From an optimization exercise on the open Yosys and OpenROAD flow, aimed at small area and a short achievable clock period; shortcuts taken in it are not production practice.
At most, simulation tests tie the RTL to the original design; equivalence was not proved.
The RTL of run 1 was laid out without a check of its function.
Power and IR drop assume default switching activity.

==> design/flow/design.v <==
module game_top (
    input wire clk,
    input wire [11:0] keypad_in,
    input wire [7:0] dip_in,
    input wire adc_data_in,
    output wire [7:0] seg_com,
    output wire [7:0] seg_data,
    output wire [7:0] seg_single_data,
    output wire [7:0] led_out,
    output wire [2:0] f_led1, f_led2, f_led3, f_led4,
    output wire lcd_rs, lcd_rw, lcd_en,
    output wire [7:0] lcd_data,
    output wire servo_pwm,
    output wire [3:0] step_motor_phase,
    output wire piezo_out,
    output wire adc_cs_n, adc_sclk, adc_din
);
    wire rst_n = keypad_in[8];    
    reg  [10:0] fc;
    wire        fc_end = (fc == 11'd1999);
    wire [10:0] fc_d   = fc_end ? 11'd0 : fc + 11'd1;
    wire [3:0]  f4     = fc[3:0];
    wire [3:0]  f4_d   = fc_d[3:0];
    reg  [7:0] dA, dD;
    wire [7:0] dA_d = (f4 == 4'd14) ? dip_in : dA;
    wire [7:0] dD_d = (f4 == 4'd1)  ? dA : dD;
    wire [7:0] dip_sw   = ((f4 == 4'd15) || (f4 == 4'd0)) ? dD : dA;
    wire [7:0] dip_sw_d = ((f4_d == 4'd15) || (f4_d == 4'd0)) ? dD_d : dA;
    wire [7:0] dip_tog  = (f4 == 4'd1) ? (dA ^ dD) : 8'd0;    
    localparam [3:0] KM1 = 4'd9, KM20 = 4'd10, KM21 = 4'd11, KM30 = 4'd12, KM31 = 4'd13, KM32 = 4'd14;
    wire [10:0] kp;    
    genvar gi;
    generate
        for (gi = 0; gi < 11; gi = gi + 1) begin : kd
            localparam integer PIN = (gi < 8) ? gi : gi + 1;
            reg s0, cl;
            reg [3:0] c;
            reg [3:0] c_d;
            reg cl_d;
            wire m = s0 ^ cl;
            always @(*) begin
                cl_d = cl;
                case (c)
                    4'd0: c_d = m ? 4'd1 : 4'd0;
                    4'd1: c_d = m ? 4'd2 : 4'd0;
                    4'd2: c_d = m ? 4'd3 : 4'd0;
                    4'd3: c_d = m ? 4'd4 : 4'd0;
                    4'd4: c_d = m ? 4'd5 : 4'd0;
                    4'd5: c_d = m ? 4'd6 : 4'd0;
                    4'd6: c_d = m ? 4'd7 : 4'd0;
                    4'd7: c_d = m ? 4'd8 : 4'd0;
                    4'd8: begin
                        if (m) begin c_d = KM1; cl_d = s0; end
                        else c_d = 4'd0;
                    end
                    KM1:  c_d = m ? KM21 : KM20;
                    KM20: c_d = m ? KM31 : KM30;
                    KM21: c_d = m ? KM32 : KM30;
                    KM30: c_d = m ? 4'd1 : 4'd0;
                    KM31: c_d = m ? 4'd2 : 4'd0;
                    KM32: c_d = m ? 4'd3 : 4'd0;
                    default: c_d = 4'd0;
                endcase
            end
            always @(posedge clk or negedge rst_n) begin
                if (!rst_n) begin
                    s0 <= 1'b0; cl <= 1'b0; c <= 4'd0;
                end else begin
                    s0 <= ~keypad_in[PIN];
                    cl <= cl_d;
                    c  <= c_d;
                end
            end
            assign kp[gi] = cl & ((c == KM30) || (c == KM31) || (c == KM32));
        end
    endgenerate
    wire [7:0] numk;
    assign numk[0] = kp[0];
    generate
        for (gi = 1; gi < 8; gi = gi + 1) begin : kpri
            assign numk[gi] = kp[gi] & ~(|kp[gi-1:0]);
        end
    endgenerate
    wire any_num = |kp[7:0];
    wire k_star  = kp[8] & ~any_num;
    wire k_zero  = kp[9] & ~any_num & ~kp[8];
    wire k_hash  = kp[10] & ~any_num & ~kp[8] & ~kp[9];
    wire k_one   = kp[0];
    reg [2:0] st;
    reg [3:0] stab;
    reg pfp, efp, pcp;
    reg [2:0] st_d;
    reg [3:0] stab_d;
    wire p1c, p2c, p3c, p4c, p1f, p2f, p3f, evs, evf, tout;
    wire phase_clear = p1c | p2c | p3c | p4c;
    wire p_fail = p1f | p2f | p3f;
    wire p_corr = p1c | evs;
    wire pfe = p_fail & ~pfp;
    wire efe = evf & ~efp;
    wire pce = p_corr & ~pcp;
    wire ge  = (st == 3'd1) || (st == 3'd2) || (st == 3'd3) || (st == 3'd4);
    always @(*) begin
        st_d = st;
        case (st)
            3'd0: if (k_zero) st_d = 3'd1;
            3'd1, 3'd2, 3'd3, 3'd4: begin
                if (tout) st_d = 3'd6;
                else if (phase_clear) st_d = st + 3'd1;
            end
            3'd5, 3'd6: st_d = st;
            default: st_d = 3'd0;
        endcase
        stab_d = stab;
        if (st == 3'd0) stab_d = 4'd9;
        else if (ge) begin
            if ((pfe || efe) && stab != 4'd0) stab_d = stab - 4'd1;
            else if (pce && stab < 4'd9) stab_d = stab + 4'd1;
        end
    end
    reg [7:0] tick;
    reg [2:0] mn, sh10;
    reg [3:0] so;
    reg       tout_r;
    reg [7:0] tick_d;
    reg [2:0] mn_d, sh10_d;
    reg [3:0] so_d;
    reg       tout_d;
    reg [7:0] tlim;
    assign tout = tout_r;
    always @(*) begin
        case (stab)
            4'd8: tlim = 8'd236;
            4'd7: tlim = 8'd222;
            4'd6: tlim = 8'd208;
            4'd5: tlim = 8'd194;
            4'd4: tlim = 8'd180;
            4'd3: tlim = 8'd166;
            4'd2: tlim = 8'd152;
            4'd1: tlim = 8'd138;
            4'd0: tlim = 8'd125;
            default: tlim = 8'd250;
        endcase
        tick_d = tick; mn_d = mn; sh10_d = sh10; so_d = so; tout_d = 1'b0;
        if (st == 3'd0) begin
            mn_d = 3'd5; sh10_d = 3'd0; so_d = 4'd0; tick_d = 8'd0;
        end else if (ge) begin
            if (mn != 3'd0 || sh10 != 3'd0 || so != 4'd0) begin
                if (tick >= tlim) begin
                    tick_d = 8'd0;
                    if (sh10 == 3'd0 && so == 4'd0) begin
                        sh10_d = 3'd5; so_d = 4'd9;
                        if (mn != 3'd0) mn_d = mn - 3'd1;
                    end else if (so == 4'd0) begin
                        sh10_d = sh10 - 3'd1; so_d = 4'd9;
                    end else begin
                        so_d = so - 4'd1;
                    end
                end else begin
                    tick_d = tick + 8'd1;
                end
            end else begin
                tout_d = 1'b1;
            end
        end
    end
    reg [7:0] inv;      
    reg edit, p1c_r, p1f_r;
    reg [7:0] inv_d;
    reg edit_d, p1c_d, p1f_d;
    assign p1c = p1c_r;
    assign p1f = p1f_r;
    wire en1 = (st == 3'd1);
    function [7:0] p1_calc(input [7:0] iv, input [7:0] dsw);
        reg [7:0] n0, n1, n2, n3, n4, n5, n6, n7;
        begin
            n0 = 8'h12 ^ {8{iv[0]}}; n1 = 8'h34 ^ {8{iv[1]}};
            n2 = 8'h56 ^ {8{iv[2]}}; n3 = 8'h78 ^ {8{iv[3]}};
            n4 = 8'h9A ^ {8{iv[4]}}; n5 = 8'hBC ^ {8{iv[5]}};
            n6 = 8'hDE ^ {8{iv[6]}}; n7 = 8'hF0 ^ {8{iv[7]}};
            p1_calc = n0 | (n1 & {8{dsw[0]}}) | (n2 & {8{dsw[1]}}) | (n3 & {8{dsw[2]}})
                         | (n4 & {8{dsw[3]}}) | (n5 & {8{dsw[4]}}) | (n6 & {8{dsw[5]}})
                         | (n7 & {8{dsw[6]}}) | (8'hAA & {8{dsw[7]}});
        end
    endfunction
    wire [7:0] calc = p1_calc(inv, dip_sw);
    always @(*) begin
        inv_d = inv; edit_d = edit; p1c_d = 1'b0; p1f_d = 1'b0;
        if (en1) begin
            if (k_zero) begin
                if (calc == 8'hFF) p1c_d = 1'b1;
                else p1f_d = 1'b1;
                edit_d = 1'b0;
            end else if (k_star) begin
                edit_d = ~edit;
            end else if (!edit) begin
                inv_d = inv ^ numk;
            end
        end
    end
    reg [15:0] l2;
    reg [2:0]  tpos;
    reg [1:0]  p2s;
    reg [9:0]  p2t;
    reg        p2c_r, p2f_r;
    reg [2:0]  tpos_d;
    reg [1:0]  p2s_d;
    reg [9:0]  p2t_d;
    reg        p2c_d, p2f_d;
    assign p2c = p2c_r;
    assign p2f = p2f_r;
    wire [15:0] l2_d = {l2[14:0], l2[15] ^ l2[13] ^ l2[12] ^ l2[10]};
    wire en2 = (st == 3'd2);
    reg  [2:0] dial;
    wire [2:0] pos = dial;
    always @(*) begin
        tpos_d = tpos; p2s_d = p2s; p2t_d = p2t; p2c_d = 1'b0; p2f_d = 1'b0;
        if (en2) begin
            case (p2s)
                2'd0: begin
                    tpos_d = l2[2:0];
                    p2t_d = 10'd750;
                    p2s_d = 2'd1;
                end
                2'd1: begin
                    if (p2t != 10'd0) begin
                        p2t_d = p2t - 10'd1;
                        if (k_zero) begin
                            if (pos == tpos) begin p2c_d = 1'b1; p2s_d = 2'd2; end
                            else begin p2f_d = 1'b1; p2s_d = 2'd0; end
                        end
                    end else begin
                        p2f_d = 1'b1; p2s_d = 2'd0;
                    end
                end
                default: ;
            endcase
        end else begin
            p2s_d = 2'd0;
        end
    end
    reg [7:0] p3l;
    reg p3a, p3c_r, p3f_r;
    reg [7:0] p3l_d;
    reg p3a_d, p3c_d, p3f_d;
    assign p3c = p3c_r;
    assign p3f = p3f_r;
    wire en3 = (st == 3'd3);
    wire [7:0] p3mask = ({8{dip_tog[0]}} & 8'b01001011) ^ ({8{dip_tog[1]}} & 8'b00010110)
                      ^ ({8{dip_tog[2]}} & 8'b10101101) ^ ({8{dip_tog[3]}} & 8'b01011010)
                      ^ ({8{dip_tog[4]}} & 8'b10110101) ^ ({8{dip_tog[5]}} & 8'b11101101)
                      ^ ({8{dip_tog[6]}} & 8'b11010010) ^ ({8{dip_tog[7]}} & 8'b10100100);
    always @(*) begin
        p3l_d = p3l; p3a_d = p3a; p3c_d = 1'b0; p3f_d = 1'b0;
        if (en3) begin
            if (!p3a) begin
                p3l_d = 8'h2B; p3a_d = 1'b1;
            end else begin
                p3l_d = p3l ^ p3mask;
                if (k_zero) begin
                    if (p3l == 8'h00) p3c_d = 1'b1;
                    else p3f_d = 1'b1;
                end
            end
        end else begin
            p3a_d = 1'b0;
        end
    end
    reg [3:0] l4d;               
    wire s4 = l2[0] ^ l2[2] ^ l2[3] ^ l2[4] ^ l2[5] ^ l2[8] ^ l2[11] ^ l2[12] ^ l2[14] ^ l2[15];
    wire [4:0] l4lo = {l4d, s4};
    reg [2:0] tt;  reg [3:0] to;        
    reg tflag;
    reg [2:0] ct;  reg [3:0] co;        
    reg mp, p4c_r;
    reg [2:0] tt_d; reg [3:0] to_d; reg tflag_d;
    reg [2:0] ct_d; reg [3:0] co_d; reg mp_d, p4c_d;
    assign p4c = p4c_r;
    wire en4 = (st == 3'd4);
    function [6:0] tgt_bcd(input [4:0] v);    
        begin
            if (v >= 5'd30)      begin tgt_bcd[6:4] = 3'd5; tgt_bcd[3:0] = v[3:0] - 4'd14; end
            else if (v >= 5'd20) begin tgt_bcd[6:4] = 3'd4; tgt_bcd[3:0] = v[3:0] - 4'd4; end
            else if (v >= 5'd10) begin tgt_bcd[6:4] = 3'd3; tgt_bcd[3:0] = v[3:0] - 4'd10; end
            else                 begin tgt_bcd[6:4] = 3'd2; tgt_bcd[3:0] = v[3:0]; end
        end
    endfunction
    wire cur_lt_tgt = (ct < tt) || ((ct == tt) && (co < to));
    always @(*) begin
        tt_d = tt; to_d = to; tflag_d = tflag;
        if (en4) begin
            if (!tflag) begin
                {tt_d, to_d} = tgt_bcd(l4lo);
                tflag_d = 1'b1;
            end
        end else begin
            tflag_d = 1'b0;
        end
        ct_d = ct; co_d = co; mp_d = 1'b0; p4c_d = 1'b0;
        if (en4) begin
            if (k_one && cur_lt_tgt) begin
                if (co == 4'd9) begin co_d = 4'd0; ct_d = ct + 3'd1; end
                else co_d = co + 4'd1;
                mp_d = 1'b1;
            end
            p4c_d = ~cur_lt_tgt;
        end else begin
            ct_d = 3'd0; co_d = 4'd0;
        end
    end
    reg [1:0] sidx;
    reg [3:0] mph;
    assign step_motor_phase = mph;
    reg [31:0] lf;
    reg [11:0] tc;
    reg [11:0] tg;        
    reg [4:0]  sc;
    reg tr1, tr2;
    wire [31:0] lf_d = {lf[30:0], lf[31] ^ lf[21] ^ lf[1] ^ lf[0]};
    wire trig = tr1 | tr2;
    wire [11:0] tg_in = trig ? 12'd1250 : tg;
    wire [12:0] ty = {tg_in, lf[31]};
    wire [12:0] tg_sub  = (ty >= 13'd5000) ? (ty - 13'd3750) : (ty - 13'd1250);
    wire [11:0] tg_step = tg_sub[11:0];
    wire [11:0] tg_d = (trig || sc != 5'd0) ? tg_step : tg;
    wire [4:0]  sc_d = trig ? 5'd1 : ((sc != 5'd0) ? sc + 5'd1 : 5'd0);
    reg  [2:0]  es;
    wire ev_act = (es != 3'd0);
    wire rq = ((st == 3'd1) || (st == 3'd3) || (st == 3'd4)) && !ev_act;
    wire tc_hit = (tc >= tg);
    wire [11:0] tc_d = rq ? (tc_hit ? 12'd0 : tc + 12'd1) : tc;
    wire tr1_d = rq & tc_hit & lf[0];
    wire tr2_d = rq & tc_hit & ~lf[0];
    localparam [2:0] E_IDLE = 3'd0, E_W1 = 3'd1, E_R1 = 3'd2, E_S2 = 3'd3, E_F2 = 3'd4;
    reg [10:0] T;
    reg [7:0]  sv;
    reg        dir;
    reg [7:0]  amb;
    reg [7:0]  rnd;
    reg        gok;
    reg        nR, nG, nB;      
    reg        pz;
    reg        evs_r, evf_r;
    reg [7:0]  cdsL;            
    assign evs = evs_r;
    assign evf = evf_r;
    reg [2:0]  es_d;
    reg [10:0] T_d;
    reg [7:0]  sv_d;
    reg        dir_d;
    reg [7:0]  amb_d;
    reg [7:0]  rnd_d;
    reg        gok_d;
    reg        nR_d, nG_d, nB_d;
    reg        pz_d;
    reg        evs_d, evf_d;
    wire [7:0] rnd_next = {rnd[6:0], rnd[7] ^ rnd[5] ^ rnd[4] ^ rnd[3]};
    wire [7:0] rmod = rnd % 8'd61;
    wire [5:0] gofs = gok ? rmod[5:0] : 6'd0;      
    wire [8:0] dz = {1'b0, sv} - {3'b000, gofs};
    wire z_red = dz[8] || (dz >= 9'd120);
    wire z_grn = !dz[8] && (dz >= 9'd40) && (dz < 9'd80);
    wire drop = (T != 11'd0) && ({1'b0, amb} >= ({1'b0, cdsL} + 9'd3));
    wire beep = (T == 11'd62) || (T == 11'd125) || (T == 11'd188) || (T == 11'd251) || (T == 11'd314);
    always @(*) begin
        es_d = es; T_d = T; sv_d = sv; dir_d = dir; amb_d = amb; rnd_d = rnd; gok_d = gok;
        nR_d = 1'b1; nG_d = 1'b1; nB_d = 1'b1; pz_d = pz; evs_d = evs_r; evf_d = evf_r;
        case (es)
            E_IDLE: begin
                evs_d = 1'b0; evf_d = 1'b0; pz_d = 1'b0; T_d = 11'd0; sv_d = 8'd0;
                if (tr1) begin
                    es_d = E_W1; pz_d = 1'b1;
                end else if (tr2) begin
                    es_d = E_S2; dir_d = 1'b0; rnd_d = rnd_next; gok_d = 1'b1;
                end
            end
            E_W1: begin
                T_d = T + 11'd1;
                if (beep) pz_d = ~pz;
                if (T == 11'd0) amb_d = cdsL;
                if (drop) begin
                    evs_d = 1'b1; es_d = E_R1;
                end else if ((sv == 8'd179) && T[0]) begin
                    sv_d = 8'd180; evf_d = 1'b1; es_d = E_R1;
                end else if (T[0]) begin
                    sv_d = sv + 8'd1;
                end
            end
            E_R1: begin
                es_d = E_IDLE; pz_d = 1'b0; sv_d = 8'd0;
            end
            E_S2: begin
                if (T[0]) begin
                    if (!dir) begin
                        if (sv >= 8'd180) dir_d = 1'b1;
                        else sv_d = sv + 8'd1;
                    end else begin
                        if (sv == 8'd0) dir_d = 1'b0;
                        else sv_d = sv - 8'd1;
                    end
                end
                nR_d = ~z_red;
                nG_d = 1'b0;
                nB_d = ~z_grn;
                T_d = T + 11'd1;
                if (T >= 11'd1250) begin
                    evf_d = 1'b1; es_d = E_F2;
                end else if (k_hash) begin
                    if (z_grn) evs_d = 1'b1;
                    else evf_d = 1'b1;
                    es_d = E_F2;
                end
            end
            E_F2: begin
                es_d = E_IDLE;
            end
            default: es_d = E_IDLE;
        endcase
    end
    assign f_led1 = {nB, nR, nG};
    assign f_led2 = {nB, nR, nG};
    assign f_led3 = {nB, nR, nG};
    assign f_led4 = {nB, nR, nG};
    assign piezo_out = pz;
    reg [1:0] ac;
    reg       sclk_r;
    reg [4:0] bc;
    reg       chan, prv, csn, din_r;
    reg [7:0] shr;
    reg [4:0] bc_d;
    reg       din_d;
    wire rise = (ac == 2'd0) && sclk_r;
    wire fall = (ac == 2'd0) && !sclk_r;
    wire [1:0] ac_d = (ac == 2'd2) ? 2'd0 : ac + 2'd1;
    wire sclk_d = (ac == 2'd2) ? ~sclk_r : sclk_r;
    wire in_tr = (bc <= 5'd16);
    always @(*) begin
        bc_d = bc;
        if (bc == 5'd20) bc_d = 5'd19;
        else if (bc == 5'd19) begin if (fall) bc_d = 5'd0; end
        else if (bc == 5'd17) bc_d = 5'd18;
        else if (bc == 5'd18) bc_d = 5'd19;
        else if (in_tr && rise) bc_d = bc + 5'd1;
        din_d = din_r;
        if (in_tr && rise) begin
            case (bc)
                5'd0: din_d = 1'b1;
                5'd5: din_d = chan;
                5'd6, 5'd7, 5'd10, 5'd11: din_d = 1'b1;
                default: din_d = 1'b0;
            endcase
        end
    end
    wire csn_d = !(bc_d <= 5'd16);
    wire sh_en = rise && (bc >= 5'd5) && (bc <= 5'd12);
    assign adc_cs_n = csn;
    assign adc_sclk = sclk_r;
    assign adc_din  = din_r;
    reg [7:0] sang;
    reg       pwm;
    wire [7:0] p2_servo = {pos, 4'b0} + {1'b0, pos, 3'b0} + {5'b0, pos};
    wire [7:0] servo_tgt = ev_act ? sv : (en2 ? p2_servo : 8'd90);
    wire fc_lt60 = (fc < 11'd60);
    wire sang_nz = (sang != 8'd0);
    wire [7:0] sang_d = fc_end ? servo_tgt : ((!fc_lt60 && sang_nz) ? sang - 8'd1 : sang);
    wire pwm_d = fc_end | fc_lt60 | sang_nz;
    assign servo_pwm = pwm;
    reg [2:0] s5;
    reg [7:0] scom;
    wire s5_adv = (s5 >= 3'd4);
    wire [2:0] s5_d = s5_adv ? 3'd0 : s5 + 3'd1;
    wire [7:0] scom_d = s5_adv ? {scom[6:0], scom[7]} : scom;
    assign seg_com = scom;
    function [7:0] bcd7(input [3:0] v);
        reg A, B, C, D;
        begin
            {A, B, C, D} = v;
            bcd7[7] = A | C | (B & D) | (~B & ~D);
            bcd7[6] = ~B | (~C & ~D) | (C & D);
            bcd7[5] = B | ~C | D;
            bcd7[4] = A | (~B & ~D) | (C & ~D) | (B & ~C & D) | (~B & C);
            bcd7[3] = (~B & ~D) | (C & ~D);
            bcd7[2] = A | (~C & ~D) | (B & ~C) | (B & ~D);
            bcd7[1] = A | (B & ~C) | (~B & C) | (C & ~D);
            bcd7[0] = 1'b0;
        end
    endfunction
    wire [7:0] calc_d = p1_calc(inv_d, dip_sw_d);
    wire [7:0] dsel = ~scom_d;           
    reg  [3:0] bcd_in;
    reg        use_bcd;
    reg  [7:0] seg_const;
    wire       p2_zero = (p2s_d == 2'd2) || dsel[tpos_d];
    always @(*) begin
        bcd_in = 4'd0; use_bcd = 1'b0;
        case (st_d)
            3'd3: begin
                use_bcd = |dsel[6:4];
                bcd_in = ({4{dsel[6]}} & {1'b0, mn_d}) | ({4{dsel[5]}} & {1'b0, sh10_d}) | ({4{dsel[4]}} & so_d);
            end
            3'd4: begin
                use_bcd = dsel[7] | dsel[6] | dsel[1] | dsel[0];
                bcd_in = ({4{dsel[7]}} & co_d) | ({4{dsel[6]}} & {1'b0, ct_d})
                       | ({4{dsel[1]}} & to_d) | ({4{dsel[0]}} & {1'b0, tt_d});
            end
            default: ;
        endcase
        case (st_d)
            3'd1: seg_const = (|(calc_d & dsel)) ? 8'h60 : 8'hFC;
            3'd2: seg_const = p2_zero ? 8'hFC : 8'h10;
            3'd3: seg_const = dsel[7] ? 8'hFC : dsel[3] ? 8'h9C : dsel[2] ? 8'hEE : dsel[1] ? 8'h8E : 8'h9E;
            3'd4: seg_const = 8'h8E;
            3'd5: seg_const = 8'hFE;
            3'd6: seg_const = (dsel[6] | dsel[2]) ? 8'h9E : (dsel[5] | dsel[1]) ? 8'hEE : 8'h7A;
            default: seg_const = (|dsel[7:4]) ? 8'h8E : (dsel[3] | dsel[1]) ? 8'h60 : dsel[2] ? 8'h7A : 8'h9E;
        endcase
    end
    wire [7:0] segd_d = use_bcd ? bcd7(bcd_in) : seg_const;
    reg  [7:0] segd;
    assign seg_data = segd;
    reg [6:0] ssd;
    wire [7:0] ssd_full = bcd7(stab_d);
    assign seg_single_data = {ssd, 1'b0};
    reg [7:0] ledr;
    reg [7:0] led_d;
    always @(*) begin
        case (st_d)
            3'd1: led_d = edit_d ? 8'hFF : 8'h00;
            3'd2: led_d = ~(8'd1 << dial_d);
            3'd3: led_d = ~p3l_d;
            default: led_d = 8'hFF;
        endcase
    end
    assign led_out = ledr;
    reg [2:0] ls;
    reg [7:0] dcnt;
    reg [2:0] cmd;
    reg [4:0] cidx;
    reg       trs, lrs, len;
    reg [7:0] tdat, ldat;
    reg [2:0] ls_d;
    reg [7:0] dcnt_d;
    reg [2:0] cmd_d;
    reg [4:0] cidx_d;
    reg       trs_d, lrs_d, len_d;
    reg [7:0] tdat_d, ldat_d;
    assign lcd_rs = lrs;
    assign lcd_rw = 1'b0;
    assign lcd_en = len;
    assign lcd_data = ldat;
    function [7:0] lcd_char(input [2:0] s, input [4:0] idx, input [2:0] m1, input [2:0] s10, input [3:0] s1);
        begin
            lcd_char = 8'h20;
            case ({s, idx})
                {3'd0, 5'd0}: lcd_char = 8'h52;
                {3'd0, 5'd1}: lcd_char = 8'h45;
                {3'd0, 5'd2}: lcd_char = 8'h41;
                {3'd0, 5'd3}: lcd_char = 8'h44;
                {3'd0, 5'd4}: lcd_char = 8'h59;
                {3'd0, 5'd6}: lcd_char = 8'h54;
                {3'd0, 5'd7}: lcd_char = 8'h4F;
                {3'd0, 5'd9}: lcd_char = 8'h50;
                {3'd0, 5'd10}: lcd_char = 8'h4C;
                {3'd0, 5'd11}: lcd_char = 8'h41;
                {3'd0, 5'd12}: lcd_char = 8'h59;
                {3'd0, 5'd16}: lcd_char = 8'h54;
                {3'd0, 5'd17}: lcd_char = 8'h49;
                {3'd0, 5'd18}: lcd_char = 8'h4D;
                {3'd0, 5'd19}: lcd_char = 8'h45;
                {3'd0, 5'd20}: lcd_char = 8'h3A;
                {3'd0, 5'd22}: lcd_char = 8'h30;
                {3'd0, 5'd23}: lcd_char = {5'b00110, m1};
                {3'd0, 5'd24}: lcd_char = 8'h3A;
                {3'd0, 5'd25}: lcd_char = {5'b00110, s10};
                {3'd0, 5'd26}: lcd_char = {4'h3, s1};
                {3'd1, 5'd0}: lcd_char = 8'h50;
                {3'd1, 5'd1}: lcd_char = 8'h48;
                {3'd1, 5'd2}: lcd_char = 8'h41;
                {3'd1, 5'd3}: lcd_char = 8'h53;
                {3'd1, 5'd4}: lcd_char = 8'h45;
                {3'd1, 5'd6}: lcd_char = 8'h31;
                {3'd1, 5'd7}: lcd_char = 8'h3A;
                {3'd1, 5'd9}: lcd_char = 8'h4E;
                {3'd1, 5'd10}: lcd_char = 8'h55;
                {3'd1, 5'd11}: lcd_char = 8'h4D;
                {3'd1, 5'd12}: lcd_char = 8'h42;
                {3'd1, 5'd13}: lcd_char = 8'h45;
                {3'd1, 5'd14}: lcd_char = 8'h52;
                {3'd1, 5'd16}: lcd_char = 8'h54;
                {3'd1, 5'd17}: lcd_char = 8'h49;
                {3'd1, 5'd18}: lcd_char = 8'h4D;
                {3'd1, 5'd19}: lcd_char = 8'h45;
                {3'd1, 5'd20}: lcd_char = 8'h3A;
                {3'd1, 5'd22}: lcd_char = 8'h30;
                {3'd1, 5'd23}: lcd_char = {5'b00110, m1};
                {3'd1, 5'd24}: lcd_char = 8'h3A;
                {3'd1, 5'd25}: lcd_char = {5'b00110, s10};
                {3'd1, 5'd26}: lcd_char = {4'h3, s1};
                {3'd2, 5'd0}: lcd_char = 8'h50;
                {3'd2, 5'd1}: lcd_char = 8'h48;
                {3'd2, 5'd2}: lcd_char = 8'h41;
                {3'd2, 5'd3}: lcd_char = 8'h53;
                {3'd2, 5'd4}: lcd_char = 8'h45;
                {3'd2, 5'd6}: lcd_char = 8'h32;
                {3'd2, 5'd7}: lcd_char = 8'h3A;
                {3'd2, 5'd9}: lcd_char = 8'h44;
                {3'd2, 5'd10}: lcd_char = 8'h49;
                {3'd2, 5'd11}: lcd_char = 8'h41;
                {3'd2, 5'd12}: lcd_char = 8'h4C;
                {3'd2, 5'd16}: lcd_char = 8'h54;
                {3'd2, 5'd17}: lcd_char = 8'h49;
                {3'd2, 5'd18}: lcd_char = 8'h4D;
                {3'd2, 5'd19}: lcd_char = 8'h45;
                {3'd2, 5'd20}: lcd_char = 8'h3A;
                {3'd2, 5'd22}: lcd_char = 8'h30;
                {3'd2, 5'd23}: lcd_char = {5'b00110, m1};
                {3'd2, 5'd24}: lcd_char = 8'h3A;
                {3'd2, 5'd25}: lcd_char = {5'b00110, s10};
                {3'd2, 5'd26}: lcd_char = {4'h3, s1};
                {3'd3, 5'd0}: lcd_char = 8'h50;
                {3'd3, 5'd1}: lcd_char = 8'h48;
                {3'd3, 5'd2}: lcd_char = 8'h41;
                {3'd3, 5'd3}: lcd_char = 8'h53;
                {3'd3, 5'd4}: lcd_char = 8'h45;
                {3'd3, 5'd6}: lcd_char = 8'h33;
                {3'd3, 5'd7}: lcd_char = 8'h3A;
                {3'd3, 5'd9}: lcd_char = 8'h4C;
                {3'd3, 5'd10}: lcd_char = 8'h4F;
                {3'd3, 5'd11}: lcd_char = 8'h47;
                {3'd3, 5'd12}: lcd_char = 8'h49;
                {3'd3, 5'd13}: lcd_char = 8'h43;
                {3'd3, 5'd16}: lcd_char = 8'h54;
                {3'd3, 5'd17}: lcd_char = 8'h49;
                {3'd3, 5'd18}: lcd_char = 8'h4D;
                {3'd3, 5'd19}: lcd_char = 8'h45;
                {3'd3, 5'd20}: lcd_char = 8'h3A;
                {3'd3, 5'd22}: lcd_char = 8'h30;
                {3'd3, 5'd23}: lcd_char = {5'b00110, m1};
                {3'd3, 5'd24}: lcd_char = 8'h3A;
                {3'd3, 5'd25}: lcd_char = {5'b00110, s10};
                {3'd3, 5'd26}: lcd_char = {4'h3, s1};
                {3'd4, 5'd0}: lcd_char = 8'h50;
                {3'd4, 5'd1}: lcd_char = 8'h48;
                {3'd4, 5'd2}: lcd_char = 8'h41;
                {3'd4, 5'd3}: lcd_char = 8'h53;
                {3'd4, 5'd4}: lcd_char = 8'h45;
                {3'd4, 5'd6}: lcd_char = 8'h34;
                {3'd4, 5'd7}: lcd_char = 8'h3A;
                {3'd4, 5'd9}: lcd_char = 8'h43;
                {3'd4, 5'd10}: lcd_char = 8'h4C;
                {3'd4, 5'd11}: lcd_char = 8'h49;
                {3'd4, 5'd12}: lcd_char = 8'h43;
                {3'd4, 5'd13}: lcd_char = 8'h4B;
                {3'd4, 5'd16}: lcd_char = 8'h54;
                {3'd4, 5'd17}: lcd_char = 8'h49;
                {3'd4, 5'd18}: lcd_char = 8'h4D;
                {3'd4, 5'd19}: lcd_char = 8'h45;
                {3'd4, 5'd20}: lcd_char = 8'h3A;
                {3'd4, 5'd22}: lcd_char = 8'h30;
                {3'd4, 5'd23}: lcd_char = {5'b00110, m1};
                {3'd4, 5'd24}: lcd_char = 8'h3A;
                {3'd4, 5'd25}: lcd_char = {5'b00110, s10};
                {3'd4, 5'd26}: lcd_char = {4'h3, s1};
                {3'd5, 5'd0}: lcd_char = 8'h42;
                {3'd5, 5'd1}: lcd_char = 8'h4F;
                {3'd5, 5'd2}: lcd_char = 8'h4D;
                {3'd5, 5'd3}: lcd_char = 8'h42;
                {3'd5, 5'd5}: lcd_char = 8'h44;
                {3'd5, 5'd6}: lcd_char = 8'h45;
                {3'd5, 5'd7}: lcd_char = 8'h46;
                {3'd5, 5'd8}: lcd_char = 8'h55;
                {3'd5, 5'd9}: lcd_char = 8'h53;
                {3'd5, 5'd10}: lcd_char = 8'h45;
                {3'd5, 5'd11}: lcd_char = 8'h44;
                {3'd5, 5'd12}: lcd_char = 8'h21;
                {3'd5, 5'd16}: lcd_char = 8'h59;
                {3'd5, 5'd17}: lcd_char = 8'h4F;
                {3'd5, 5'd18}: lcd_char = 8'h55;
                {3'd5, 5'd20}: lcd_char = 8'h41;
                {3'd5, 5'd21}: lcd_char = 8'h52;
                {3'd5, 5'd22}: lcd_char = 8'h45;
                {3'd5, 5'd24}: lcd_char = 8'h53;
                {3'd5, 5'd25}: lcd_char = 8'h41;
                {3'd5, 5'd26}: lcd_char = 8'h46;
                {3'd5, 5'd27}: lcd_char = 8'h45;
                {3'd5, 5'd29}: lcd_char = 8'h3A;
                {3'd5, 5'd30}: lcd_char = 8'h29;
                {3'd6, 5'd0}: lcd_char = 8'h45;
                {3'd6, 5'd1}: lcd_char = 8'h58;
                {3'd6, 5'd2}: lcd_char = 8'h50;
                {3'd6, 5'd3}: lcd_char = 8'h4C;
                {3'd6, 5'd4}: lcd_char = 8'h4F;
                {3'd6, 5'd5}: lcd_char = 8'h53;
                {3'd6, 5'd6}: lcd_char = 8'h49;
                {3'd6, 5'd7}: lcd_char = 8'h4F;
                {3'd6, 5'd8}: lcd_char = 8'h4E;
                {3'd6, 5'd10}: lcd_char = 8'h21;
                {3'd6, 5'd11}: lcd_char = 8'h21;
                {3'd6, 5'd12}: lcd_char = 8'h21;
                {3'd6, 5'd16}: lcd_char = 8'h47;
                {3'd6, 5'd17}: lcd_char = 8'h41;
                {3'd6, 5'd18}: lcd_char = 8'h4D;
                {3'd6, 5'd19}: lcd_char = 8'h45;
                {3'd6, 5'd21}: lcd_char = 8'h4F;
                {3'd6, 5'd22}: lcd_char = 8'h56;
                {3'd6, 5'd23}: lcd_char = 8'h45;
                {3'd6, 5'd24}: lcd_char = 8'h52;
                {3'd6, 5'd26}: lcd_char = 8'h3A;
                {3'd6, 5'd27}: lcd_char = 8'h28;
                {3'd7, 5'd0}: lcd_char = 8'h46;
                {3'd7, 5'd1}: lcd_char = 8'h50;
                {3'd7, 5'd2}: lcd_char = 8'h47;
                {3'd7, 5'd3}: lcd_char = 8'h41;
                {3'd7, 5'd5}: lcd_char = 8'h42;
                {3'd7, 5'd6}: lcd_char = 8'h4F;
                {3'd7, 5'd7}: lcd_char = 8'h4D;
                {3'd7, 5'd8}: lcd_char = 8'h42;
                {3'd7, 5'd10}: lcd_char = 8'h47;
                {3'd7, 5'd11}: lcd_char = 8'h41;
                {3'd7, 5'd12}: lcd_char = 8'h4D;
                {3'd7, 5'd13}: lcd_char = 8'h45;
                {3'd7, 5'd16}: lcd_char = 8'h69;
                {3'd7, 5'd17}: lcd_char = 8'h6E;
                {3'd7, 5'd18}: lcd_char = 8'h69;
                {3'd7, 5'd19}: lcd_char = 8'h74;
                {3'd7, 5'd20}: lcd_char = 8'h69;
                {3'd7, 5'd21}: lcd_char = 8'h61;
                {3'd7, 5'd22}: lcd_char = 8'h6C;
                {3'd7, 5'd23}: lcd_char = 8'h69;
                {3'd7, 5'd24}: lcd_char = 8'h7A;
                {3'd7, 5'd25}: lcd_char = 8'h69;
                {3'd7, 5'd26}: lcd_char = 8'h6E;
                {3'd7, 5'd27}: lcd_char = 8'h67;
                {3'd7, 5'd28}: lcd_char = 8'h2E;
                {3'd7, 5'd29}: lcd_char = 8'h2E;
                {3'd7, 5'd30}: lcd_char = 8'h2E;
                default: lcd_char = 8'h20;
            endcase
        end
    endfunction
    always @(*) begin
        ls_d = ls; dcnt_d = dcnt; cmd_d = cmd; cidx_d = cidx;
        trs_d = trs; lrs_d = lrs; len_d = len; tdat_d = tdat; ldat_d = ldat;
        case (ls)
            3'd0: begin
                if (dcnt < 8'd200) dcnt_d = dcnt + 8'd1;
                else begin dcnt_d = 8'd0; ls_d = 3'd1; cmd_d = 3'd0; end
            end
            3'd1: begin
                case (cmd)
                    3'd0: begin trs_d = 1'b0; tdat_d = 8'h38; end
                    3'd1: begin trs_d = 1'b0; tdat_d = 8'h0C; end
                    3'd2: begin trs_d = 1'b0; tdat_d = 8'h01; end
                    3'd3: begin trs_d = 1'b0; tdat_d = 8'h06; end
                    3'd4: begin trs_d = 1'b0; tdat_d = {1'b1, cidx[4], 2'b00, cidx[3:0]}; end
                    3'd5: begin trs_d = 1'b1; tdat_d = lcd_char(st, cidx, mn, sh10, so); end
                    default: ;
                endcase
                lrs_d = trs; ldat_d = tdat;
                ls_d = 3'd2; dcnt_d = 8'd0;
            end
            3'd2: begin
                len_d = 1'b1;
                if (dcnt < 8'd2) dcnt_d = dcnt + 8'd1;
                else begin dcnt_d = 8'd0; ls_d = 3'd3; end
            end
            3'd3: begin
                len_d = 1'b0; ls_d = 3'd4;
            end
            3'd4: begin
                if (dcnt < ((cmd == 3'd2) ? 8'd200 : 8'd8)) dcnt_d = dcnt + 8'd1;
                else begin
                    dcnt_d = 8'd0; ls_d = 3'd1;
                    if (cmd < 3'd4) cmd_d = cmd + 3'd1;
                    else if (cmd == 3'd4) cmd_d = 3'd5;
                    else begin cidx_d = cidx + 5'd1; cmd_d = 3'd4; end
                end
            end
            default: ;
        endcase
    end
    wire [2:0] dial_d = (bc == 5'd17 && prv) ? shr[7:5] : dial;
    always @(posedge clk or negedge rst_n) begin
        if (!rst_n) begin
            fc <= 11'd0;
            dA <= 8'd0; dD <= 8'd0;
            st <= 3'd0; stab <= 4'd9; pfp <= 1'b0; efp <= 1'b0; pcp <= 1'b0;
            inv <= 8'd0; edit <= 1'b0; p1c_r <= 1'b0; p1f_r <= 1'b0;
            l2 <= 16'hACE1; tpos <= 3'd0; p2s <= 2'd0; p2c_r <= 1'b0; p2f_r <= 1'b0;
            p3l <= 8'h2B; p3a <= 1'b0; p3c_r <= 1'b0; p3f_r <= 1'b0;
            l4d <= 4'b1111; tt <= 3'd3; to <= 4'd0; tflag <= 1'b0; ct <= 3'd0; co <= 4'd0;
            mp <= 1'b0; p4c_r <= 1'b0;
            sidx <= 2'd0; mph <= 4'b0000;
            lf <= 32'h1234_5678; tc <= 12'd0; tg <= 12'd1250; sc <= 5'd0; tr1 <= 1'b0; tr2 <= 1'b0;
            es <= E_IDLE; rnd <= 8'hA5; gok <= 1'b0;
            nR <= 1'b1; nG <= 1'b1; nB <= 1'b1; pz <= 1'b0; evs_r <= 1'b0; evf_r <= 1'b0;
            ac <= 2'd0; sclk_r <= 1'b0; bc <= 5'd20; chan <= 1'b0; prv <= 1'b0; csn <= 1'b1; din_r <= 1'b0;
            dial <= 3'd0;
            sang <= 8'd0; pwm <= 1'b0;
            s5 <= 3'd0; scom <= 8'hFE; segd <= 8'h9E; ssd <= 7'h7B; ledr <= 8'hFF;
            ls <= 3'd0; dcnt <= 8'd0; cmd <= 3'd0; cidx <= 5'd0;
            trs <= 1'b0; lrs <= 1'b0; len <= 1'b0; tdat <= 8'd0; ldat <= 8'd0;
        end else begin
            fc <= fc_d;
            dA <= dA_d; dD <= dD_d;
            st <= st_d; stab <= stab_d; pfp <= p_fail; efp <= evf; pcp <= p_corr;
            inv <= inv_d; edit <= edit_d; p1c_r <= p1c_d; p1f_r <= p1f_d;
            l2 <= l2_d; tpos <= tpos_d; p2s <= p2s_d; p2c_r <= p2c_d; p2f_r <= p2f_d;
            p3l <= p3l_d; p3a <= p3a_d; p3c_r <= p3c_d; p3f_r <= p3f_d;
            l4d <= {l4d[2:0], s4}; tt <= tt_d; to <= to_d; tflag <= tflag_d; ct <= ct_d; co <= co_d;
            mp <= mp_d; p4c_r <= p4c_d;
            if (mp) sidx <= sidx + 2'd1;
            case (sidx)
                2'b00: mph <= 4'b1100;
                2'b01: mph <= 4'b0110;
                2'b10: mph <= 4'b0011;
                default: mph <= 4'b1001;
            endcase
            lf <= lf_d; tc <= tc_d; tg <= tg_d; sc <= sc_d; tr1 <= tr1_d; tr2 <= tr2_d;
            es <= es_d; rnd <= rnd_d; gok <= gok_d;
            nR <= nR_d; nG <= nG_d; nB <= nB_d; pz <= pz_d; evs_r <= evs_d; evf_r <= evf_d;
            ac <= ac_d; sclk_r <= sclk_d; bc <= bc_d; csn <= csn_d; din_r <= din_d;
            if (bc == 5'd18) begin
                chan <= ~chan; prv <= chan;
            end
            dial <= dial_d;
            sang <= sang_d;
            pwm <= pwm_d;
            s5 <= s5_d; scom <= scom_d; segd <= segd_d; ssd <= ssd_full[7:1]; ledr <= led_d;
            ls <= ls_d; dcnt <= dcnt_d; cmd <= cmd_d; cidx <= cidx_d;
            trs <= trs_d; lrs <= lrs_d; len <= len_d; tdat <= tdat_d; ldat <= ldat_d;
        end
    end
    always @(posedge clk) begin
        if (sh_en) shr <= {shr[6:0], adc_data_in};
        if (bc == 5'd18 && !prv) cdsL <= shr;
        tick <= tick_d; mn <= mn_d; sh10 <= sh10_d; so <= so_d; tout_r <= tout_d;
        p2t <= p2t_d;
        T <= T_d; sv <= sv_d; dir <= dir_d; amb <= amb_d;
    end
endmodule
==> design/flow/run.sh <==
#!/bin/bash
# synth_recipe.tcl (not shown) runs the flow's synth.tcl, then flattens the netlist and writes it again
# the make line also repeats each setting of config.mk as NAME=value (left out here)
make -C /OpenROAD-flow-scripts/flow DESIGN_CONFIG=/design/flow/config.mk WORK_HOME=/design/flow/orfs CLKGATE_MAP_FILE= SYNTH_SCRIPT=/design/flow/synth_recipe.tcl finish
==> design/flow/config.mk <==
export PLATFORM = sky130hd
export DESIGN_NAME = game_top
export DESIGN_NICKNAME = game_top
export VERILOG_FILES = /design/flow/design.v
export SDC_FILE = /design/flow/constraint.sdc
export NUM_CORES = 4
export LEC_CHECK = 0
export ABC_AREA = 1
export CAP_MARGIN = 20
export CORE_MARGIN = 2
export CORE_UTILIZATION = 40
export CTS_BUF_LIST = sky130_fd_sc_hd__clkbuf_4
export CTS_CLUSTER_SIZE = 30
export PLACE_DENSITY = 0.6
export SLEW_MARGIN = 20
==> design/flow/constraint.sdc <==
create_clock -name core_clock -period 30.0 [get_ports {clk}]
set_input_delay 6.0000 -clock core_clock [delete_from_list [all_inputs] [get_ports {clk}]]
set_output_delay 6.0000 -clock core_clock [all_outputs]
set_load 0.01 [all_outputs]
==> results of run 1 <==
[metrics by stage]
| stage | total power (µW) | instances | setup WS (ns) | area, µm² |
|---|---|---|---|---|
| 5_1_grt | 1670 | 4252 | 21.87 | 28200 |
| 4_1_cts | 1590 | 4248 | 21.91 | 28200 |
| 3_3_place_gp | 1030 | 4023 | 21.51 | 26600 |
| 3_5_place_dp | 1030 | 4023 | 21.51 | 26600 |
| 6_report | 1560 | 4252 | 22.02 | 28200 |
| 2_1_floorplan | 935 | 3139 | 23.36 | 24900 |
[layout by cell type (no fill, tap or decap), types with 16 or more instances in the layout]
cell type        count
a21oi_1            140
a31oi_1             16
clkbuf_4           181
clkdlybuf4s50_1     81
clkinv_1            37
dfrtp_1            277
dfstp_2             74
dfxtp_1             19
edfxtp_1            54
ha_1               114
inv_1              535
nand2_1            577
nand2_2             16
nand3_1            168
nand4_1             50
nor2_1             365
nor3_1              66
nor4_1              17
o211ai_1            33
o21ai_0            200
o22ai_1             37
xnor2_1             37
xor2_1              70
[area by class of cell]
type	instances	area [µm²]
multi-input combinational	2123	11700
clock inverter	44	204
sequential	424	10900
antenna	4	10.0
tap	837	1050
timing repair buffer	91	906
clock buffer	181	1360
fill	6131	33400
inverter	548	2060
[path summary, 6_finish.rpt]
check                            end  depth (start not counted)
max                        f_led3[2]                          1
max in group asynchronous   kd[0].cl                          3
min reg2reg                   l2[11]                          0
min                           l2[11]                          0
max reg2reg                    evf_r                         29
min in group asynchronous     ssd[2]                          1
[metal layers]
metal / up-vias / routed length (µm)
met3: 132 / 3030
met4: 0 / 1790
met2: 509 / 26300
met5: - / 0
met1: 9721 / 28300
li1: 10700 / -
[power groups by stage]
stage                     Sequential [µW]  Combinational (µW)  Clock (µW)
after detailed placement              705                 326           0
final                                 696                 325         540
after global placement                705                 323           0
after CTS                             695                 327         565
after global routing                  705                 374         595
after floorplan                       688                 247           0
[state kept, by name, summed over array words and instances, names as in the netlist, 10 cells and up]
signal and count:
lf 32, fc 11, kd.cl 11, tc 12
kd.s0 11, tg 12, l2 16, p2t 10
T 11, kd.c 44
[logic make-up (layout without fill, tap and decap cells)]
family / count (synthesis) / count (layout)
other: 1 / 7
AOI/OAI and AO/OA: 551 / 551
and+or+nand+nor: 1334 / 1334
buffers and inverters: 592 / 864
muxes: 8 / 8
xor gates and xnor gates: 110 / 110
DFF: 424 / 424
adders and majority gates: 117 / 117
==> summary.md, run 1 <==
| Metric | Value |
|---|---|
| Mux cell area share after synthesis | 0.00357 |
| Clock tree from TritonCTS | done |
| Compound-Gate Fraction of Synth Area | 0.132 |
| Switching power of the nets | between 500 and 600 µW |
| Pwr dens | between 50 and 60 mW/mm² |
| Crit. End Element | primary output |
| XOR/XNOR share of the synthesized area | 0.0396 |
| Post-synth top area cell | dfrtp_1 |
| CP arrival | approximately 2.0 ns |
| Die Height | 253 µm |
| Final Hold Fails | 0 |
| Floorplan core area | between 0.06 and 0.07 mm² |
| Final setup violation count | 0 |
| Yosys cell types | a little under 80 |
| Peak supply drop | roughly 30 µV |
| Final Max Tran Viols | 0 |
| Hold_sp | l2[10] |
| I/O pin count | 86 |
| Hold crit path type | reg -> reg |
| Die area | roughly 0.064 mm² |
| GRT Total Usage | 0.188 |
| Yosys warning count | 1 |
| Slowest cell on the critical path | dfstp_2 |
| Clk_skew | between 0.08 and 0.09 ns |
| CTS root buf | clkbuf_4 |
| Worst setup path startpoint | nB |
| Final HPWL DP | 43800 µm |
| DRC viols | 0 |
| Crit path time final | around 8 ns |
| Crit start category | flop |
| Final core occ | 0.457 |
| Outcome | finished clean |
| Gr busiest metal | met2 |
| Worst Path Required | 24.00 ns |
| Max Buffers Root-to-Sink | 3 |
| Synth Area in Simple Gates | 0.235 |
| Seq/Total Area, Yosys | 0.437 |
| Setup CP Type | reg -> out |
| Post-Route WL | 59400 µm |
| P&R area growth vs syn | 13.2% |
| Sequential power share | 0.446 |
| Detailed-route wire length per cell | roughly 14 µm |
| Flop and latch count out of synthesis | 424 |
| Met1 Track Usage GR | 0.256 |
| Via/cell ratio | 4.96 |
| CTS Buf Count | 119 |
| Clock Power Share | 0.346 |
| TNS Setup | 0 ns |
| Vias | approximately 21000 |
| H-tree Lvls | 3 |
| Ranking of synthesized cells by area | dfrtp_1 (28%), nand2_1 (8.7%), inv_1 (8.1%) |
| Largest net degree at the start of global routing | 176 |
| Detail Route Antenna Nets | 0 |
| Initial Utilization | 0.404 |
| Fmax | about 130 MHz |
| Initial antenna violation count | 2 |
| P_leak | 0.0134 µW |
| Die width | 253 µm |
| Later-pin clock latency in the skew report | 0.90 ns |
| Num rows | 91 |
| Switching Share | 0.330 |
| Post-CTS Resized | 0 |
| Postcts setup bufs | 0 |
| First-pass GRT wire length | slightly below 100000 µm |
| # hold bufs at CTS | 0 |
| CP max FO | 4 |
| Layout cells sized above 1 | 0.106 |
| Remaining global-route overflow | 0 |
| GP Congestion | 0.976 |
| Period utilization | 0.266 |
| Max-cap violation count | 0 |
| Asr flop ratio synth | 0.828 |
| Worst reg2reg path startpoint | rnd[7] |
| Worst R2R Setup Slack | 24.72 ns |
| IO Port Bufs | 82 |
| GR Util met3 | 0.0368 |
| Final nets | approximately 3400 |
| Largest family of logic cells by synthesized area | simple AND/OR/NAND/NOR gates |
| Clock transition at the registers of the reported paths | ~0.060 ns |
| Tightest Pin Transition | approximately 1.1 ns |
| Area share of fa/ha/maj cells after synthesis | 0.0597 |
| Slew headroom | 0.248 |
| Post-Syn Area per Cell | ~7.9 µm² |
| DR iter-0 viols | 1274 |
| Worst path max stage delay | 0.55 ns |
| Synth top cells by count | nand2_1 (577), inv_1 (535), nor2_1 (365) |
| Area of the mapped netlist | about 0.025 mm² |
| Most common cell in the netlist | nand2_1 |
| Ys flop type | dfrtp_1 |
| Vias in the first global route | approximately 20000 |
| Cells after Synth | 3137 |
| Internal power | 1050 µW |
| 1st-pass router iterations | 6 |
| Synth top area share | 0.278 |
| EDFF count, synth | 54 |
| Sink Count | approximately 420 |
| Number of buffers and inverters on the critical path | 1 |
| Worst-path cell chain | clkdlybuf4s50_1 |
| RSZ-0062 raised after global routing | no |
| WHS | roughly 0.32 ns |
| GR met2 Demand/Resource | 0.294 |
| Worst path top cell family by delay | flip-flops |
| Power share of the combinational group | 0.208 |
==> inputs of run 2 (changes only) <==
--- a/design/flow/design.v
+++ b/design/flow/design.v
@@ -182,12 +182,13 @@
                          | (n7 & {8{dsw[6]}}) | (8'hAA & {8{dsw[7]}});
         end
     endfunction
-    wire [7:0] calc = p1_calc(inv, dip_sw);
+    reg  calc_ok;       
+    wire [7:0] calc_d;
     always @(*) begin
         inv_d = inv; edit_d = edit; p1c_d = 1'b0; p1f_d = 1'b0;
         if (en1) begin
             if (k_zero) begin
-                if (calc == 8'hFF) p1c_d = 1'b1;
+                if (calc_ok) p1c_d = 1'b1;
                 else p1f_d = 1'b1;
                 edit_d = 1'b0;
             end else if (k_star) begin
@@ -311,23 +312,22 @@
     reg [3:0] mph;
     assign step_motor_phase = mph;
     reg [31:0] lf;
-    reg [11:0] tc;
-    reg [11:0] tg;        
+    reg [12:0] tcm;
+    reg [11:0] tg;
     reg [4:0]  sc;
     reg tr1, tr2;
     wire [31:0] lf_d = {lf[30:0], lf[31] ^ lf[21] ^ lf[1] ^ lf[0]};
     wire trig = tr1 | tr2;
-    wire [11:0] tg_in = trig ? 12'd1250 : tg;
-    wire [12:0] ty = {tg_in, lf[31]};
-    wire [12:0] tg_sub  = (ty >= 13'd5000) ? (ty - 13'd3750) : (ty - 13'd1250);
-    wire [11:0] tg_step = tg_sub[11:0];
+    wire [12:0] ty = {tg & {12{~trig}}, lf[31]};       
+    wire [13:0] ty_sub = {1'b0, ty} - 14'd2500;
+    wire [11:0] tg_step = ty_sub[13] ? ty[11:0] : ty_sub[11:0];
     wire [11:0] tg_d = (trig || sc != 5'd0) ? tg_step : tg;
     wire [4:0]  sc_d = trig ? 5'd1 : ((sc != 5'd0) ? sc + 5'd1 : 5'd0);
     reg  [2:0]  es;
     wire ev_act = (es != 3'd0);
     wire rq = ((st == 3'd1) || (st == 3'd3) || (st == 3'd4)) && !ev_act;
-    wire tc_hit = (tc >= tg);
-    wire [11:0] tc_d = rq ? (tc_hit ? 12'd0 : tc + 12'd1) : tc;
+    wire tc_hit = !tcm[12] && (tcm[11:0] >= tg);
+    wire [12:0] tcm_d = rq ? (tc_hit ? 13'h1B1E : tcm + 13'd1) : tcm;
     wire tr1_d = rq & tc_hit & lf[0];
     wire tr2_d = rq & tc_hit & ~lf[0];
     localparam [2:0] E_IDLE = 3'd0, E_W1 = 3'd1, E_R1 = 3'd2, E_S2 = 3'd3, E_F2 = 3'd4;
@@ -354,7 +354,9 @@
     reg        pz_d;
     reg        evs_d, evf_d;
     wire [7:0] rnd_next = {rnd[6:0], rnd[7] ^ rnd[5] ^ rnd[4] ^ rnd[3]};
-    wire [7:0] rmod = rnd % 8'd61;
+    wire [6:0] rm_s = {1'b0, rnd[5:0]} + {3'b0, rnd[7:6], 1'b0} + {5'b0, rnd[7:6]};
+    wire [6:0] rm_t = rm_s - 7'd61;
+    wire [7:0] rmod = {1'b0, (rm_s >= 7'd61) ? rm_t : rm_s};
     wire [5:0] gofs = gok ? rmod[5:0] : 6'd0;      
     wire [8:0] dz = {1'b0, sv} - {3'b000, gofs};
     wire z_red = dz[8] || (dz >= 9'd120);
@@ -402,7 +404,7 @@
                 nG_d = 1'b0;
                 nB_d = ~z_grn;
                 T_d = T + 11'd1;
-                if (T >= 11'd1250) begin
+                if (T == 11'd1250) begin
                     evf_d = 1'b1; es_d = E_F2;
                 end else if (k_hash) begin
                     if (z_grn) evs_d = 1'b1;
@@ -484,7 +486,7 @@
             bcd7[0] = 1'b0;
         end
     endfunction
-    wire [7:0] calc_d = p1_calc(inv_d, dip_sw_d);
+    assign calc_d = p1_calc(inv_d, dip_sw_d);
     wire [7:0] dsel = ~scom_d;           
     reg  [3:0] bcd_in;
     reg        use_bcd;
@@ -706,33 +708,28 @@
                 {3'd6, 5'd24}: lcd_char = 8'h52;
                 {3'd6, 5'd26}: lcd_char = 8'h3A;
                 {3'd6, 5'd27}: lcd_char = 8'h28;
-                {3'd7, 5'd0}: lcd_char = 8'h46;
-                {3'd7, 5'd1}: lcd_char = 8'h50;
-                {3'd7, 5'd2}: lcd_char = 8'h47;
-                {3'd7, 5'd3}: lcd_char = 8'h41;
-                {3'd7, 5'd5}: lcd_char = 8'h42;
-                {3'd7, 5'd6}: lcd_char = 8'h4F;
-                {3'd7, 5'd7}: lcd_char = 8'h4D;
-                {3'd7, 5'd8}: lcd_char = 8'h42;
-                {3'd7, 5'd10}: lcd_char = 8'h47;
-                {3'd7, 5'd11}: lcd_char = 8'h41;
-                {3'd7, 5'd12}: lcd_char = 8'h4D;
-                {3'd7, 5'd13}: lcd_char = 8'h45;
-                {3'd7, 5'd16}: lcd_char = 8'h69;
-                {3'd7, 5'd17}: lcd_char = 8'h6E;
-                {3'd7, 5'd18}: lcd_char = 8'h69;
-                {3'd7, 5'd19}: lcd_char = 8'h74;
-                {3'd7, 5'd20}: lcd_char = 8'h69;
-                {3'd7, 5'd21}: lcd_char = 8'h61;
-                {3'd7, 5'd22}: lcd_char = 8'h6C;
-                {3'd7, 5'd23}: lcd_char = 8'h69;
-                {3'd7, 5'd24}: lcd_char = 8'h7A;
-                {3'd7, 5'd25}: lcd_char = 8'h69;
-                {3'd7, 5'd26}: lcd_char = 8'h6E;
-                {3'd7, 5'd27}: lcd_char = 8'h67;
-                {3'd7, 5'd28}: lcd_char = 8'h2E;
-                {3'd7, 5'd29}: lcd_char = 8'h2E;
-                {3'd7, 5'd30}: lcd_char = 8'h2E;
+                {3'd7, 5'd0}: lcd_char = 8'h50;
+                {3'd7, 5'd1}: lcd_char = 8'h48;
+                {3'd7, 5'd2}: lcd_char = 8'h41;
+                {3'd7, 5'd3}: lcd_char = 8'h53;
+                {3'd7, 5'd4}: lcd_char = 8'h45;
+                {3'd7, 5'd6}: lcd_char = 8'h33;
+                {3'd7, 5'd7}: lcd_char = 8'h3A;
+                {3'd7, 5'd9}: lcd_char = 8'h4C;
+                {3'd7, 5'd10}: lcd_char = 8'h4F;
+                {3'd7, 5'd11}: lcd_char = 8'h47;
+                {3'd7, 5'd12}: lcd_char = 8'h49;
+                {3'd7, 5'd13}: lcd_char = 8'h43;
+                {3'd7, 5'd16}: lcd_char = 8'h54;
+                {3'd7, 5'd17}: lcd_char = 8'h49;
+                {3'd7, 5'd18}: lcd_char = 8'h4D;
+                {3'd7, 5'd19}: lcd_char = 8'h45;
+                {3'd7, 5'd20}: lcd_char = 8'h3A;
+                {3'd7, 5'd22}: lcd_char = 8'h30;
+                {3'd7, 5'd23}: lcd_char = {5'b00110, m1};
+                {3'd7, 5'd24}: lcd_char = 8'h3A;
+                {3'd7, 5'd25}: lcd_char = {5'b00110, s10};
+                {3'd7, 5'd26}: lcd_char = {4'h3, s1};
                 default: lcd_char = 8'h20;
             endcase
         end
@@ -784,13 +781,13 @@
             fc <= 11'd0;
             dA <= 8'd0; dD <= 8'd0;
             st <= 3'd0; stab <= 4'd9; pfp <= 1'b0; efp <= 1'b0; pcp <= 1'b0;
-            inv <= 8'd0; edit <= 1'b0; p1c_r <= 1'b0; p1f_r <= 1'b0;
+            inv <= 8'd0; calc_ok <= 1'b0; edit <= 1'b0; p1c_r <= 1'b0; p1f_r <= 1'b0;
             l2 <= 16'hACE1; tpos <= 3'd0; p2s <= 2'd0; p2c_r <= 1'b0; p2f_r <= 1'b0;
             p3l <= 8'h2B; p3a <= 1'b0; p3c_r <= 1'b0; p3f_r <= 1'b0;
             l4d <= 4'b1111; tt <= 3'd3; to <= 4'd0; tflag <= 1'b0; ct <= 3'd0; co <= 4'd0;
             mp <= 1'b0; p4c_r <= 1'b0;
             sidx <= 2'd0; mph <= 4'b0000;
-            lf <= 32'h1234_5678; tc <= 12'd0; tg <= 12'd1250; sc <= 5'd0; tr1 <= 1'b0; tr2 <= 1'b0;
+            lf <= 32'h1234_5678; tcm <= 13'h1B1E; tg <= 12'd0; sc <= 5'd0; tr1 <= 1'b0; tr2 <= 1'b0;
             es <= E_IDLE; rnd <= 8'hA5; gok <= 1'b0;
             nR <= 1'b1; nG <= 1'b1; nB <= 1'b1; pz <= 1'b0; evs_r <= 1'b0; evf_r <= 1'b0;
             ac <= 2'd0; sclk_r <= 1'b0; bc <= 5'd20; chan <= 1'b0; prv <= 1'b0; csn <= 1'b1; din_r <= 1'b0;
@@ -803,7 +800,7 @@
             fc <= fc_d;
             dA <= dA_d; dD <= dD_d;
             st <= st_d; stab <= stab_d; pfp <= p_fail; efp <= evf; pcp <= p_corr;
-            inv <= inv_d; edit <= edit_d; p1c_r <= p1c_d; p1f_r <= p1f_d;
+            inv <= inv_d; calc_ok <= &calc_d; edit <= edit_d; p1c_r <= p1c_d; p1f_r <= p1f_d;
             l2 <= l2_d; tpos <= tpos_d; p2s <= p2s_d; p2c_r <= p2c_d; p2f_r <= p2f_d;
             p3l <= p3l_d; p3a <= p3a_d; p3c_r <= p3c_d; p3f_r <= p3f_d;
             l4d <= {l4d[2:0], s4}; tt <= tt_d; to <= to_d; tflag <= tflag_d; ct <= ct_d; co <= co_d;
@@ -815,7 +812,7 @@
                 2'b10: mph <= 4'b0011;
                 default: mph <= 4'b1001;
             endcase
-            lf <= lf_d; tc <= tc_d; tg <= tg_d; sc <= sc_d; tr1 <= tr1_d; tr2 <= tr2_d;
+            lf <= lf_d; tcm <= tcm_d; tg <= tg_d; sc <= sc_d; tr1 <= tr1_d; tr2 <= tr2_d;
             es <= es_d; rnd <= rnd_d; gok <= gok_d;
             nR <= nR_d; nG <= nG_d; nB <= nB_d; pz <= pz_d; evs_r <= evs_d; evf_r <= evf_d;
             ac <= ac_d; sclk_r <= sclk_d; bc <= bc_d; csn <= csn_d; din_r <= din_d;
==> design/flow/config.mk (replaced) <==
export PLATFORM = sky130hd
export DESIGN_NAME = game_top
export DESIGN_NICKNAME = game_top
export VERILOG_FILES = /design/flow/design.v
export SDC_FILE = /design/flow/constraint.sdc
export NUM_CORES = 4
export LEC_CHECK = 0
export CAP_MARGIN = 20
export CORE_MARGIN = 2
export CORE_UTILIZATION = 40
export PLACE_DENSITY = 0.6
export SLEW_MARGIN = 20
==> summary.md, run 2 <==
| Metric | Value |
|---|---|
| GP Congestion | 0.907 (-7.0%) |
| Synth top area share | 0.288 (+0.00938) |
| Via/cell ratio | 5.54 (+12%) |
| Most common cell in the netlist | dfrtp_1 |
| H-tree Lvls | 2 (-1) |
| Setup CP Type | reg -> out |
| Worst path top cell family by delay | buffers and inverters |
| Post-Route WL | 57500 µm (-3.2%) |
| Initial antenna violation count | 1 (-1) |
| Biggest register | kd.c |
| R2r endpoint | evs_r |
| # hold bufs at CTS | 0 (unchanged) |
| RSZ-0062 raised after global routing | no |
| Slew headroom | 0.349 (+0.101) |
| Top flop regs | kd.c (44), lf (32), l2 (16) |
| Synth top cells by count | dfrtp_1 (276), nor2_1 (245), nand2_1 (240) |
| GRT Total Usage | 0.184 (-0.00378) |
| Crit start category | flop |
| Crit path time final | 7.78 ns (-0.201 ns) |
| # diodes | 0 (-4) |
| WHS | 0.344 ns (+0.0288 ns) |
| Switching Share | 0.301 (-0.0295) |
| Worst Path Required | 24.00 ns (about the same) |
| Slowest cell on the critical path | clkdlybuf4s50_1 |
| Area of the mapped netlist | 0.0240 mm² (-3.6%) |
| Post-CTS Resized | 0 (unchanged) |
| Largest net degree at the start of global routing | 182 (+3.4%) |
| EDFF count, synth | 54 (unchanged) |
| Worst path max stage delay | 0.63 ns (+0.08 ns) |
| Worst setup path startpoint | scom[2] |
| WP depth | 1 (unchanged) |
| First-pass GRT wire length | 94600 µm (-4.3%) |
| Final HPWL DP | 41300 µm (-5.7%) |
| Vias in the first global route | 18200 (-8.8%) |
| CP max FO | 3 (-1) |
| Later-pin clock latency in the skew report | 0.61 ns (-0.29 ns) |
| Largest register FFs | 44 (unchanged) |
| Yosys warning count | 1 (unchanged) |
| Die area | 0.0620 mm² (-3.6%) |
| Fmax | 129 MHz (+2.6%) |
| Compound-Gate Fraction of Synth Area | 0.152 (+0.0193) |
| Sequential power share | 0.435 (-0.011) |
| Vias | 18800 (-11%) |
| Hold crit path type | reg -> reg |
| Layout cells sized above 1 | 0.108 (+0.00168) |
| Clk_skew | 0.0308 ns (-0.0526 ns) |
| Clock transition at the registers of the reported paths | 0.06 ns (about the same) |
| Final setup violation count | 0 (unchanged) |
| Area share of fa/ha/maj cells after synthesis | 0.0649 (+0.00515) |
| Die width | 249 µm (-1.8%) |
| Tightest Pin Transition | 0.973 ns (-0.145 ns) |
| Flop and latch count out of synthesis | 426 (+0.47%) |
| Internal power | 1140 µW (+8.7%) |
| Seq/Total Area, Yosys | 0.455 (+0.0186) |
| DRC viols | 0 (unchanged) |
| 1st-pass router iterations | 5 (-1) |
| Crit. End Element | primary output |
| Num rows | 89 (-2.2%) |
| Register-to-Register Path Depth | 25 (-14%) |
| Worst setup endpoint | seg_com[2] |
| Yosys cell types | 103 (+34%) |
| Clock Power Share | 0.381 (+0.035) |
| P&R area growth vs syn | 13.5% |
| Final Max Tran Viols | 0 (unchanged) |
| Cells after Synth | 2522 (-20%) |
| Max Buffers Root-to-Sink | 3 (unchanged) |
| Floorplan core area | 0.0591 mm² (-4.0%) |
| Number of buffers and inverters on the critical path | 1 (unchanged) |
| Remaining global-route overflow | 0 (unchanged) |
| Power share of the combinational group | 0.184 (-0.024) |
| Final Hold Fails | 0 (unchanged) |
| IO Port Bufs | 82 (unchanged) |
| Mux cell area share after synthesis | 0.0408 (+0.0373) |
| Asr flop ratio synth | 0.829 (about the same) |
| Period utilization | 0.259 (-0.00672) |
| Commonest cells after routing, fill and taps aside | dfrtp_1 (276), nor2_1 (245), nand2_1 (240), o21ai_0 (165), inv_1 (150) |
| Detailed-route wire length per cell | 16.9 µm (+21%) |
| Ranking of synthesized cells by area | dfrtp_1 (29%), dfstp_2 (8.4%), edfxtp_1 (6.8%) |
| Die Height | 249 µm (-1.8%) |
| I/O pin count | 86 (unchanged) |
| Peak supply drop | 42.6 µV (+41%) |
| Post-Syn Area per Cell | 9.52 µm² (+20%) |
| Synth Area in Simple Gates | 0.187 (-0.0478) |
| Ys flop type | dfrtp_1 |
| Switching power of the nets | 489 µW (-5.2%) |
| Initial Utilization | 0.406 (+0.00167) |
| Max-cap violation count | 0 (unchanged) |
| TNS Setup | 0 ns (unchanged) |
| Worst-path cell chain | clkdlybuf4s50_1 |
| P_leak | 0.0116 µW (-13%) |
| Detail Route Antenna Nets | 0 (unchanged) |
| Post-synth top area cell | dfrtp_1 |
| Pwr dens | 59.7 mW/mm² (+7.7%) |
| Worst R2R Setup Slack | 24.08 ns (-0.64 ns) |
| Largest family of logic cells by synthesized area | simple AND/OR/NAND/NOR gates |
| Worst reg2reg path startpoint | rnd[7] |
| DR iter-0 viols | 1373 (+7.8%) |
| Final nets | 2720 (-21%) |
| Sink Count | 426 (+0.47%) |
| Postcts setup bufs | 0 (unchanged) |
| CP arrival | 1.78 ns (-0.20 ns) |
| CTS Buf Count | 51 (-57%) |
| Hold Crit Depth | 0 (unchanged) |
| XOR/XNOR share of the synthesized area | 0.0575 (+0.0179) |
| CTS root buf | clkbuf_16 |
| Outcome | finished clean |
| Clock tree from TritonCTS | done |
| Commonest non-fill, non-tap cell in the layout | dfrtp_1 |
run 2: cell count changes after synthesis, moves of 46 or more:
cell,delta
nor2_1,-120
inv_1,-385
clkbuf_1,+48
mux2_2,+46
nand2_1,-337
nand3_1,-90
nor2b_1,+49
xnor2_1,+54
run 2: final cells by class:
cell class              instances  area (µm²)
clock buffers                  74        1520
clock inverters                22         195
fillers                      5486       31900
inverters                     153         574
multi-input cells            1846       12100
flip-flops and latches        426       10900
well taps                     773         967
repair buffers                102         988
run 2: cells by family (layout without fill, tap and decap cells):
| kind of cell | Yosys count | count (layout) |
|---|---|---|
| flops | 426 | 426 |
| mux | 90 | 90 |
| simple gates | 908 | 908 |
| xor+xnor | 156 | 156 |
| buf+inv | 252 | 351 |
| other cells | 1 | 3 |
| compound gates | 566 | 566 |
| fa+ha+maj | 123 | 123 |
run 2: worst min path at each step:
stage | from | to
2_1_floorplan | lf[15] | lf[16]
3_3_place_gp | lf[22] | lf[23]
3_5_place_dp | l2[9] | l2[10]
4_1_cts | lf[15] | lf[16]
5_1_grt | lf[15] | lf[16]
6_report | lf[15] | lf[16]
run 2: metal layers:
layer	vias to the layer above	track usage	routed length, µm
met1	9133	0.253	26600
met3	126	0.0294	2940
li1	9065	-	-
met5	-	0	0
met2	473	0.289	25800
met4	0	0.0784	2110
run 2: through the flow:
stage	cell area [µm²]	worst slack, ns	util	cells	total power, µW
2_1_floorplan	24000	23.36	-	2524	927
3_3_place_gp	25500	22.39	0.432	3300	998
5_1_grt	27200	22.15	0.461	3396	1720
4_1_cts	27200	22.16	0.461	3396	1650
6_report	27200	22.22	0.461	3396	1630
3_5_place_dp	25500	22.34	0.432	3300	1010
run 2: power groups by stage:
stage               Clock (µW)  Sequential [µW]  Combinational [µW]
floorplan                    0              692                 235
global placement             0              712                 286
detailed placement           0              716                 298
CTS                        640              706                 300
global route               665              717                 337
finish                     619              707                 298

==> port drivers added, routing unchanged <==
How much do the figures lean on ideal ports? The routed layouts below were timed once more, with nothing changed but the port constraints. Step 1 sets driving cells, clkbuf_16 on the clock port and buf_2 on the other inputs (assumed; they add their load-dependent delay and slew). Step 2 adds t to the input delays and takes it off the output delays; t is the mean of the earliest and latest rising clock arrival at the registers after step 1. Input paths then give back, and output paths get back, about the clock's delay inside the block. Slacks: ideal / step 1 / step 2; pairs: ideal / step 1.
run	t (ns)	slack for setup (ns)	clock arrival spread, ns	worst slew at a driven data input, ns	pins driven straight from the clock port
run 1	0.915	22.021 / 21.966 / 21.472	0.088 / 0.089	0.05	1
run 2	0.651	22.223 / 22.165 / 22.393	0.031 / 0.031	0.05	1
After both steps setup and hold are still met in every run listed. For run 1, which loses most, drivers alone change the setup slack by -0.055 ns; drivers and shift together by -0.549 ns. The worst setup slack also covers recovery checks on asynchronous resets.
